Background: an optimization exercise with open tools, aiming at small area and a short achievable clock period. Do not read the settings as production practice. Where RTL was checked, it was by simulation tests only, not by an equivalence proof against the original.

==> build 75 <==
==> flow/design.v <==
module finalproject #(
    parameter CLK_FREQ_HZ = 8_000,
    parameter SCAN_RATE   = 1000
)(
    input  wire        CLK,
    input  wire        RST_N,
    input  wire [3:0]  ROWS,
    output reg  [3:0]  COLS,
    output wire [7:0]  HEX0,
    output wire [7:0]  HEX1,
    output wire [7:0]  HEX2,
    output wire [9:0]  LEDS,
    output wire [7:0]  DBG
);
    reg [2:0] cnt;
    reg       tick;        
    reg       first;       
    always @(posedge CLK or negedge RST_N) begin
        if (!RST_N) begin
            cnt   <= 3'd0;
            tick  <= 1'b0;
            first <= 1'b1;
            COLS  <= 4'b1110;
        end else begin
            cnt  <= cnt + 3'd1;
            tick <= (cnt == 3'd7);
            if (tick) begin
                first <= 1'b0;
                if (!first) COLS <= {COLS[2:0], COLS[3]};
            end
        end
    end
    wire one_row = (ROWS == 4'b1110) | (ROWS == 4'b1101) |
                   (ROWS == 4'b1011) | (ROWS == 4'b0111);
    wire [1:0] cidx = {~COLS[3] | ~COLS[2], ~COLS[3] | ~COLS[1]};
    wire [1:0] ridx = {~ROWS[3] | ~ROWS[2], ~ROWS[3] | ~ROWS[1]};
    reg [3:0] kcode;
    always @(*) begin
        case ({cidx, ridx})
            4'b00_00: kcode = 4'd1;  4'b00_01: kcode = 4'd4;
            4'b00_10: kcode = 4'd7;  4'b00_11: kcode = 4'hE;
            4'b01_00: kcode = 4'd2;  4'b01_01: kcode = 4'd5;
            4'b01_10: kcode = 4'd8;  4'b01_11: kcode = 4'd0;
            4'b10_00: kcode = 4'd3;  4'b10_01: kcode = 4'd6;
            4'b10_10: kcode = 4'd9;  4'b10_11: kcode = 4'hF;
            4'b11_00: kcode = 4'hA;  4'b11_01: kcode = 4'hB;
            4'b11_10: kcode = 4'hC;  default:  kcode = 4'hD;
        endcase
    end
    reg [3:0] code;        
    reg       kev;         
    reg       idle;        
    always @(posedge CLK) code <= kcode;
    always @(posedge CLK or negedge RST_N) begin
        if (!RST_N) begin
            kev  <= 1'b0;
            idle <= 1'b1;
        end else begin
            kev <= tick & idle & one_row;
            if (tick) idle <= (ROWS == 4'b1111);
        end
    end
    wire k_clr   = (code == 4'hE);
    wire k_eq    = (code == 4'hF);
    wire k_op    = code[3] & (code[2] ^ code[1]);
    wire k_digit = ~code[3] | ~(code[2] | code[1]);
    function [6:0] seg;
        input [3:0] v;
        begin
            seg[0] = (v[0] & ~v[1] & ~v[2] & ~v[3]) | (v[0] & ~v[1] & v[2] & v[3]) | (~v[0] & ~v[1] & v[2] & ~v[3]) | (v[0] & v[1] & ~v[2] & v[3]);
            seg[1] = (~v[0] & v[2] & v[3]) | (v[0] & ~v[1] & v[2] & ~v[3]) | (~v[0] & v[1] & v[2]) | (v[0] & v[1] & v[3]);
            seg[2] = (~v[0] & v[1] & ~v[2] & ~v[3]) | (v[1] & v[2] & v[3]) | (~v[0] & v[2] & v[3]);
            seg[3] = (v[0] & ~v[1] & ~v[2] & ~v[3]) | (~v[0] & ~v[1] & v[2] & ~v[3]) | (~v[0] & v[1] & ~v[2] & v[3]) | (v[0] & v[1] & v[2]);
            seg[4] = (v[0] & ~v[3]) | (~v[1] & v[2] & ~v[3]) | (v[0] & ~v[1] & ~v[2]);
            seg[5] = (v[0] & ~v[1] & v[2] & v[3]) | (v[1] & ~v[2] & ~v[3]) | (v[0] & ~v[2] & ~v[3]) | (v[0] & v[1] & ~v[3]);
            seg[6] = (~v[0] & ~v[1] & v[2] & v[3]) | (v[0] & v[1] & v[2] & ~v[3]) | (~v[1] & ~v[2] & ~v[3]);
        end
    endfunction
    reg [6:0] opa, opb;
    reg [2:0] op;
    reg       opsel;
    reg       done;
    reg       first_op;
    reg [1:0] dcnt;
    reg [3:0] last_key;
    reg       ready;
    reg [6:0] hex0, hex1, hex2;
    reg [12:0] lfsr;
    reg [6:0] R, Q;        
    reg       e_start, e_step, e_conv, e_seg;
    wire acc   = kev & ready;
    wire work  = acc & ~k_clr & ~done;      
    wire w_dig = work & k_digit;
    wire w_op  = work & k_op;
    wire w_eq  = work & k_eq;
    wire w_clr = acc & k_clr;
    wire       two = (dcnt == 2'd1);
    wire [6:0] x10 = {last_key, 3'b000} + {2'b00, last_key, 1'b0} + {3'b000, code};
    wire [6:0] nv  = two ? x10 : {3'b000, code};
    localparam [12:0] LFSR_SEED = 13'h0001;
    localparam [12:0] LFSR_END  = 13'h1914;
    wire [12:0] lfsr_nx = {lfsr[11:0], lfsr[12] ^ lfsr[3] ^ lfsr[2] ^ lfsr[0]};
    always @(posedge CLK)
        lfsr <= work ? LFSR_SEED : lfsr_nx;
    wire [3:0] s0   = e_seg ? Q[3:0] : (k_eq ? R[3:0] : code);
    wire [6:0] seg0 = seg(s0);
    wire [2:0] op_n   = w_clr ? 3'd0 : (w_op ? code[2:0] - 3'd1 : op);
    wire       done_n = ~w_clr & (done | w_eq);
    always @(posedge CLK or negedge RST_N) begin
        if (!RST_N) begin
            opa <= 0; opb <= 0; op <= 0; opsel <= 0; done <= 0;
            first_op <= 1; dcnt <= 0; last_key <= 0; ready <= 1;
            hex0 <= 7'b1000000; hex1 <= 7'b1111111; hex2 <= 7'b1111111;
        end else begin
            if (work) ready <= 1'b0;
            else if (lfsr == LFSR_END) ready <= 1'b1;
            if (acc) last_key <= code;
            if (w_clr | (w_dig & first_op)) opa <= w_clr ? 7'd0 : nv;
            if (w_clr | (w_dig & ~first_op)) opb <= w_clr ? 7'd0 : nv;
            op <= op_n;
            done <= done_n;
            if (w_clr | w_op) opsel <= w_op;
            if (w_clr | w_op) first_op <= w_clr;
            if (w_clr | w_op | w_dig) dcnt <= w_dig ? (two ? 2'd2 : 2'd1) : 2'd0;
            if (w_clr) hex0 <= 7'b1000000;
            else if (w_dig | w_eq) hex0 <= seg0;
            if (w_eq) hex1 <= Q;
            else if (w_dig & two) hex1 <= hex0;
            else if (w_clr | w_op | w_dig) hex1 <= 7'b1111111;
            if (w_clr) hex2 <= 7'b1111111;
            else if (w_op)
                case (code[2:0])
                    3'b010:  hex2 <= 7'b0001000;     
                    3'b011:  hex2 <= 7'b0000011;     
                    3'b100:  hex2 <= 7'b1000110;     
                    default: hex2 <= 7'b0100001;     
                endcase
            else if (w_eq & ~opsel) hex2 <= 7'b0001110;   
        end
    end
    reg cy;
    wire op_add = (op == 3'd1);
    wire op_sub = (op == 3'd2);
    wire op_mul = (op == 3'd3);
    wire op_div = (op == 3'd4);
    wire       sub = e_conv | op_sub | op_div;
    wire [6:0] yy  = (e_conv ? 7'd10 : opb) ^ {7{sub}};
    wire [6:0] p = R ^ yy;
    wire [6:0] g = R & yy;
    wire [7:0] c;
    assign c[0] = sub;
    assign c[1] = g[0] | (p[0] & c[0]);
    assign c[2] = g[1] | (p[1] & g[0]) | (p[1] & p[0] & c[0]);
    wire g32 = g[3] | (p[3] & g[2]);
    wire p32 = p[3] & p[2];
    assign c[3] = g[2] | (p[2] & c[2]);
    assign c[4] = g32 | (p32 & c[2]);
    wire g54 = g[5] | (p[5] & g[4]);
    wire p54 = p[5] & p[4];
    assign c[5] = g[4] | (p[4] & c[4]);
    assign c[6] = g54 | (p54 & c[4]);
    assign c[7] = g[6] | (p[6] & c[6]);
    wire [6:0] sum = p ^ c[6:0];
    wire ge10 = R[6] | R[5] | R[4] | (R[3] & (R[2] | R[1]));
    wire qea  = (Q == opa);
    wire bz   = (opb == 7'd0);
    wire [6:0] qinc = Q + 7'd1;
    wire cgo  = e_conv & ge10 & ~(Q[3] & Q[0]);
    wire err  = e_start & op_div & bz;
    wire sub1 = Q[6];                     
    wire r_a    = e_start & (op_add | op_sub | (op_div & ~bz));
    wire r_zero = (e_start & ~(op_add | op_sub | op_div)) | (e_step & op_sub & ~sub1 & ~cy);
    wire r_sum  = (e_step & (op_add | (op_sub & sub1) | (op_mul & ~qea) | (op_div & cy))) | cgo;
    wire r_q    = e_step & op_div & ~cy;
    wire q_m1   = e_start & (op_sub | op_div);
    wire q_inc  = (e_step & ((op_sub & sub1) | (op_mul & ~qea) | (op_div & cy))) | cgo;
    wire q_zero = (e_start & ~(op_sub | op_div)) | (e_step & ((op_mul & qea) | (op_div & ~cy)));
    wire stay   = (op_sub & sub1) | (op_mul & ~qea) | (op_div & cy);
    wire trig   = w_clr | w_dig | w_op;
    always @(posedge CLK) begin
        cy <= e_start | c[7];
        R <= ({7{err}} & 7'd14) | ({7{r_a}} & opa) | ({7{r_sum}} & sum) | ({7{r_q}} & Q) |
             ({7{~(err | r_a | r_zero | r_sum | r_q)}} & R);
        Q <= ({7{err | q_m1}} & {~err, ~err, ~err, 3'b111, ~err}) | ({7{q_inc}} & qinc) |
             ({7{e_seg}} & seg0) | ({7{~(err | q_m1 | q_inc | q_zero | e_seg)}} & Q);
    end
    always @(posedge CLK or negedge RST_N) begin
        if (!RST_N) begin
            e_start <= 1'b1; e_step <= 1'b0; e_conv <= 1'b0; e_seg <= 1'b0;
        end else begin
            e_start <= trig;
            e_step  <= ~trig & ((e_start & ~err) | (e_step & stay));
            e_conv  <= ~trig & ((e_step & ~stay) | cgo);
            e_seg   <= ~trig & ((e_conv & ~cgo) | err);
        end
    end
    assign HEX0 = {1'b1, hex0};
    assign HEX1 = {1'b1, hex1};
    assign HEX2 = {1'b1, hex2};
    assign LEDS = {done, opsel, first_op, dcnt, ready, last_key};
    assign DBG  = {op, done, opa[3:0]};
endmodule
==> flow/flow/run.sh <==
#!/bin/bash
# Own flow: the standard layout (standard.sh, unchanged synthesis,
# floorplan, power grid, placement, CTS and routing), with two changes:
#  - the port buffers are plain buffers instead of the delay cells that
#    buffer_ports picks by default;
#  - setup repair aims at a margin below the clock period.
# Each tool's full output stays in orfs/logs; make's output goes to
# standard.log in this folder.
set -euo pipefail
bash standard.sh \
  "BUFFER_PORTS_ARGS=-buffer_cell sky130_fd_sc_hd__buf_2" \
  SETUP_SLACK_MARGIN=7 \
  finish > standard.log 2>&1
==> flow/standard.sh <==
#!/bin/bash
# synth_recipe.tcl (not shown) runs the flow's synth.tcl, then flattens the netlist and writes it again
# the make line also repeats each setting of config.mk as NAME=value (left out here)
make -C /OpenROAD-flow-scripts/flow DESIGN_CONFIG=/design/flow/config.mk WORK_HOME=/design/flow/orfs CLKGATE_MAP_FILE= SYNTH_SCRIPT=/design/flow/synth_recipe.tcl "${@:-finish}"
==> flow/config.mk <==
export PLATFORM = sky130hd
export DESIGN_NAME = finalproject
export DESIGN_NICKNAME = finalproject
export VERILOG_FILES = /design/flow/design.v
export SDC_FILE = /design/flow/constraint.sdc
export NUM_CORES = 4
export LEC_CHECK = 0
export CAP_MARGIN = 20
export CORE_MARGIN = 2
export CORE_UTILIZATION = 40
export SLEW_MARGIN = 20
==> flow/constraint.sdc <==
create_clock -name core_clock -period 10.0 [get_ports {CLK}]
set_input_delay 2.0000 -clock core_clock [delete_from_list [all_inputs] [get_ports {CLK}]]
set_output_delay 2.0000 -clock core_clock [all_outputs]
set_load 0.01 [all_outputs]
==> build 15: changes against build 75 <==
==> flow/design.v, changed modules only <==
module finalproject #(
    parameter CLK_FREQ_HZ = 8_000,
    parameter SCAN_RATE   = 1000
)(
    input  wire        CLK,
    input  wire        RST_N,
    input  wire [3:0]  ROWS,
    output reg  [3:0]  COLS,
    output wire [7:0]  HEX0,
    output wire [7:0]  HEX1,
    output wire [7:0]  HEX2,
    output wire [9:0]  LEDS,
    output wire [7:0]  DBG
);
    reg [2:0] cnt;
    reg       tick;        
    reg       first;       
    always @(posedge CLK or negedge RST_N) begin
        if (!RST_N) begin
            cnt   <= 3'd0;
            tick  <= 1'b0;
            first <= 1'b1;
            COLS  <= 4'b1110;
        end else begin
            cnt  <= cnt + 3'd1;
            tick <= (cnt == 3'd7);
            if (tick) begin
                first <= 1'b0;
                if (!first) COLS <= {COLS[2:0], COLS[3]};
            end
        end
    end
    wire one_row = (ROWS == 4'b1110) | (ROWS == 4'b1101) |
                   (ROWS == 4'b1011) | (ROWS == 4'b0111);
    wire [1:0] cidx = {~COLS[3] | ~COLS[2], ~COLS[3] | ~COLS[1]};
    wire [1:0] ridx = {~ROWS[3] | ~ROWS[2], ~ROWS[3] | ~ROWS[1]};
    reg [3:0] kcode;
    always @(*) begin
        case ({cidx, ridx})
            4'b00_00: kcode = 4'd1;  4'b00_01: kcode = 4'd4;
            4'b00_10: kcode = 4'd7;  4'b00_11: kcode = 4'hE;
            4'b01_00: kcode = 4'd2;  4'b01_01: kcode = 4'd5;
            4'b01_10: kcode = 4'd8;  4'b01_11: kcode = 4'd0;
            4'b10_00: kcode = 4'd3;  4'b10_01: kcode = 4'd6;
            4'b10_10: kcode = 4'd9;  4'b10_11: kcode = 4'hF;
            4'b11_00: kcode = 4'hA;  4'b11_01: kcode = 4'hB;
            4'b11_10: kcode = 4'hC;  default:  kcode = 4'hD;
        endcase
    end
    reg [3:0] code;        
    reg       kev;         
    reg       idle;        
    always @(posedge CLK) code <= kcode;
    always @(posedge CLK or negedge RST_N) begin
        if (!RST_N) begin
            kev  <= 1'b0;
            idle <= 1'b1;
        end else begin
            kev <= tick & idle & one_row;
            if (tick) idle <= (ROWS == 4'b1111);
        end
    end
    wire k_clr   = (code == 4'hE);
    wire k_eq    = (code == 4'hF);
    wire k_op    = code[3] & (code[2] ^ code[1]);
    wire k_digit = ~code[3] | ~(code[2] | code[1]);
    function [6:0] seg;
        input [3:0] v;
        begin
            seg[0] = (v[0] & ~v[1] & ~v[2] & ~v[3]) | (v[0] & ~v[1] & v[2] & v[3]) | (~v[0] & ~v[1] & v[2] & ~v[3]) | (v[0] & v[1] & ~v[2] & v[3]);
            seg[1] = (~v[0] & v[2] & v[3]) | (v[0] & ~v[1] & v[2] & ~v[3]) | (~v[0] & v[1] & v[2]) | (v[0] & v[1] & v[3]);
            seg[2] = (~v[0] & v[1] & ~v[2] & ~v[3]) | (v[1] & v[2] & v[3]) | (~v[0] & v[2] & v[3]);
            seg[3] = (v[0] & ~v[1] & ~v[2] & ~v[3]) | (~v[0] & ~v[1] & v[2] & ~v[3]) | (~v[0] & v[1] & ~v[2] & v[3]) | (v[0] & v[1] & v[2]);
            seg[4] = (v[0] & ~v[3]) | (~v[1] & v[2] & ~v[3]) | (v[0] & ~v[1] & ~v[2]);
            seg[5] = (v[0] & ~v[1] & v[2] & v[3]) | (v[1] & ~v[2] & ~v[3]) | (v[0] & ~v[2] & ~v[3]) | (v[0] & v[1] & ~v[3]);
            seg[6] = (~v[0] & ~v[1] & v[2] & v[3]) | (v[0] & v[1] & v[2] & ~v[3]) | (~v[1] & ~v[2] & ~v[3]);
        end
    endfunction
    reg [6:0] opa, opb;
    reg [2:0] op;
    reg       opsel;
    reg       done;
    reg       first_op;
    reg [1:0] dcnt;
    reg [3:0] last_key;
    reg       ready;
    reg [6:0] hex0, hex1, hex2;
    reg [12:0] lfsr;
    wire acc   = kev & ready;
    wire work  = acc & ~k_clr & ~done;      
    wire w_dig = work & k_digit;
    wire w_op  = work & k_op;
    wire w_eq  = work & k_eq;
    wire w_clr = acc & k_clr;
    wire       two = (dcnt == 2'd1);
    wire [6:0] x10 = {last_key, 3'b000} + {2'b00, last_key, 1'b0} + {3'b000, code};
    wire [6:0] nv  = two ? x10 : {3'b000, code};
    localparam [12:0] LFSR_SEED = 13'h0001;
    localparam [12:0] LFSR_END  = 13'h1914;
    wire [12:0] lfsr_nx = {lfsr[11:0], lfsr[12] ^ lfsr[3] ^ lfsr[2] ^ lfsr[0]};
    always @(posedge CLK)
        lfsr <= work ? LFSR_SEED : lfsr_nx;
    localparam S_IDLE = 3'd0, S_WAIT = 3'd1, S_START = 3'd2, S_LOOP = 3'd3,
               S_FIX = 3'd4, S_CONV = 3'd5, S_SEG = 3'd6;
    reg [7:0] R, Q;
    reg       c, qc, eqf;
    reg [2:0] st;
    wire op_add = (op == 3'd1);
    wire op_sub = (op == 3'd2);
    wire op_mul = (op == 3'd3);
    wire op_div = (op == 3'd4);
    wire k0 = (cnt == 3'd0);
    wire k7 = (cnt == 3'd7);
    wire [7:0] opa8 = {1'b0, opa};
    wire [7:0] opb8 = {1'b0, opb};
    wire ab = opa8[cnt];
    wire bb = opb8[cnt];
    wire tb = (cnt == 3'd1) | (cnt == 3'd3);                  
    wire eb = (cnt == 3'd1) | (cnt == 3'd2) | (cnt == 3'd3);   
    wire bz  = (opb == 7'd0);
    wire err = op_div & bz;
    wire ld  = op_add | op_sub | op_div;
    wire in_conv = (st == S_CONV);
    wire sub = in_conv | op_sub | op_div;
    wire rb  = R[0];
    wire qb  = Q[0];
    wire yb  = (in_conv ? tb : bb) ^ sub;
    wire cin = k0 ? sub : c;
    wire sb  = rb ^ yb ^ cin;
    wire cout = (rb & yb) | (cin & (rb ^ yb));
    wire qcin = k0 | qc;
    wire qs  = qb ^ qcin;
    reg nbR, nbQ;
    always @(*) begin
        case (st)
            S_START: begin
                nbR = err ? eb : (ld & ab);
                nbQ = err ? eb : ld;
            end
            S_LOOP, S_CONV: begin
                nbR = sb;
                nbQ = qs;
            end
            S_FIX: begin
                nbR = op_div ? qb : (op_mul & rb);
                nbQ = 1'b0;
            end
            default: begin
                nbR = rb;
                nbQ = qb;
            end
        endcase
        if (k7) begin
            nbR = 1'b0;
            nbQ = 1'b0;
        end
    end
    wire ge10 = R[7] | R[6] | R[5] | (R[4] & (R[3] | R[2]));
    wire q9   = Q[4] & Q[1];
    wire [2:0] s_cs = (ge10 & ~q9) ? S_CONV : S_SEG;
    wire [3:0] units = {R[2], R[1], R[0], R[7]};       
    wire [3:0] s0   = (st == S_SEG) ? Q[4:1] : (k_eq ? (units & {4{opsel}}) : code);
    wire [6:0] seg0 = seg(s0);
    reg [2:0] st_n;
    always @(*) begin
        case (st)
            S_WAIT:  st_n = S_START;
            S_START: st_n = err ? S_SEG : ((ld | (op_mul & ~eqf)) ? S_LOOP : s_cs);
            S_LOOP:  st_n = op_mul ? (eqf ? S_FIX : S_LOOP) :
                            op_div ? (c ? S_LOOP : S_FIX) :
                            op_sub ? (c ? s_cs : S_FIX) : s_cs;
            S_FIX:   st_n = s_cs;
            S_CONV:  st_n = s_cs;
            default: st_n = S_IDLE;
        endcase
    end
    always @(posedge CLK) begin
        c   <= cout;
        qc  <= qcin & qb;
        eqf <= (k0 | eqf) & ~(nbQ ^ ab);
        R   <= {nbR, R[7:1]};
        if ((st == S_SEG) & k7) Q <= {1'b0, seg0};
        else Q <= {nbQ, Q[7:1]};
    end
    always @(posedge CLK or negedge RST_N) begin
        if (!RST_N) st <= S_IDLE;
        else if (w_dig | w_op) st <= S_WAIT;
        else if (k7) st <= st_n;
    end
    wire [2:0] op_n   = w_clr ? 3'd0 : (w_op ? code[2:0] - 3'd1 : op);
    wire       done_n = ~w_clr & (done | w_eq);
    always @(posedge CLK or negedge RST_N) begin
        if (!RST_N) begin
            opa <= 0; opb <= 0; op <= 0; opsel <= 0; done <= 0;
            first_op <= 1; dcnt <= 0; last_key <= 0; ready <= 1;
            hex0 <= 7'b1000000; hex1 <= 7'b1111111; hex2 <= 7'b1111111;
        end else begin
            if (work) ready <= 1'b0;
            else if (lfsr == LFSR_END) ready <= 1'b1;
            if (acc) last_key <= code;
            if (w_clr | (w_dig & first_op)) opa <= w_clr ? 7'd0 : nv;
            if (w_clr | (w_dig & ~first_op)) opb <= w_clr ? 7'd0 : nv;
            op <= op_n;
            done <= done_n;
            if (w_clr | w_op) opsel <= w_op;
            if (w_clr | w_op) first_op <= w_clr;
            if (w_clr | w_op | w_dig) dcnt <= w_dig ? (two ? 2'd2 : 2'd1) : 2'd0;
            if (w_clr) hex0 <= 7'b1000000;
            else if (w_dig | w_eq) hex0 <= seg0;
            if (w_eq) hex1 <= opsel ? {Q[5:0], Q[7]} : 7'b1000000;
            else if (w_dig & two) hex1 <= hex0;
            else if (w_clr | w_op | w_dig) hex1 <= 7'b1111111;
            if (w_clr) hex2 <= 7'b1111111;
            else if (w_op)
                case (code[2:0])
                    3'b010:  hex2 <= 7'b0001000;     
                    3'b011:  hex2 <= 7'b0000011;     
                    3'b100:  hex2 <= 7'b1000110;     
                    default: hex2 <= 7'b0100001;     
                endcase
            else if (w_eq & ~opsel) hex2 <= 7'b0001110;   
        end
    end
    assign HEX0 = {1'b1, hex0};
    assign HEX1 = {1'b1, hex1};
    assign HEX2 = {1'b1, hex2};
    assign LEDS = {done, opsel, first_op, dcnt, ready, last_key};
    assign DBG  = {op, done, opa[3:0]};
endmodule
--- a/flow/flow/run.sh
+++ b/flow/flow/run.sh
@@ -8,6 +8,6 @@
 # standard.log in this folder.
 set -euo pipefail
 bash standard.sh \
-  "BUFFER_PORTS_ARGS=-buffer_cell sky130_fd_sc_hd__buf_2" \
+  "BUFFER_PORTS_ARGS=-buffer_cell sky130_fd_sc_hd__buf_1" \
   SETUP_SLACK_MARGIN=7 \
   finish > standard.log 2>&1
--- a/flow/config.mk
+++ b/flow/config.mk
@@ -5,7 +5,9 @@
 export SDC_FILE = /design/flow/constraint.sdc
 export NUM_CORES = 4
 export LEC_CHECK = 0
+export ABC_AREA = 1
 export CAP_MARGIN = 20
 export CORE_MARGIN = 2
 export CORE_UTILIZATION = 40
+export CTS_BUF_LIST = sky130_fd_sc_hd__clkbuf_8
 export SLEW_MARGIN = 20
==> summary of the runs <==
- Build 15 completed without violations. Build 75 produced a clean layout.
- Of build 15 and build 75, build 15 has the higher synthesized cell count (gap 5.6%, measured against build 75).
- Between build 15 and build 75, the lower sequential cell count is in build 75 (gap 3).
- In build 15 the synthesized area is lower than in build 75, by 9.2%.
- Of build 75 and build 15, build 15 has the higher final cell count (gap about 4.6%, measured against build 15).
- In build 15 the cell area is smaller than in build 75, by about 10%.
- Of build 15 and build 75, build 75 has the higher clock skew (gap 0.00052 ns).
- Of build 75 and build 15, build 15 has the higher sequential share of layout area (gap 4.5 points).
- Of build 15 and build 75, build 75 has the higher die area (gap about 9%, measured against build 75).
- Of build 15 and build 75, build 75 has the higher non-clock buffer count (gap 9).
No functional check of the RTL was part of build 75.

==> separate check: timing with driven ports <==
In the flow no input, the clock included, has a driving cell. The finished layouts below were timed again as built, in two steps. Step 1 assumes that a clkbuf_16 drives the clock port and a buf_2 every other input. Step 2, shift: input delay + t, output delay - t, t = (earliest + latest rising clock arrival at the registers) / 2. This alone moves slack from input paths to output paths. Three values: no drivers, after step 1, after step 2; two values: the first two.
run | t (ns) | setup WS [ns] | worst hold slack (ns) | worst setup path after step 2 | worst slew at a driven data input, ns
build 75 | 0.388 | 6.956 / 6.917 / 6.962 | 0.436 / 0.436 / 0.436 | register to register | 0.03
build 15 | 0.402 | 6.942 / 6.909 / 7.084 | 0.357 / 0.357 / 0.357 | input to register | 0.03
After both steps setup and hold are still met in every run listed.
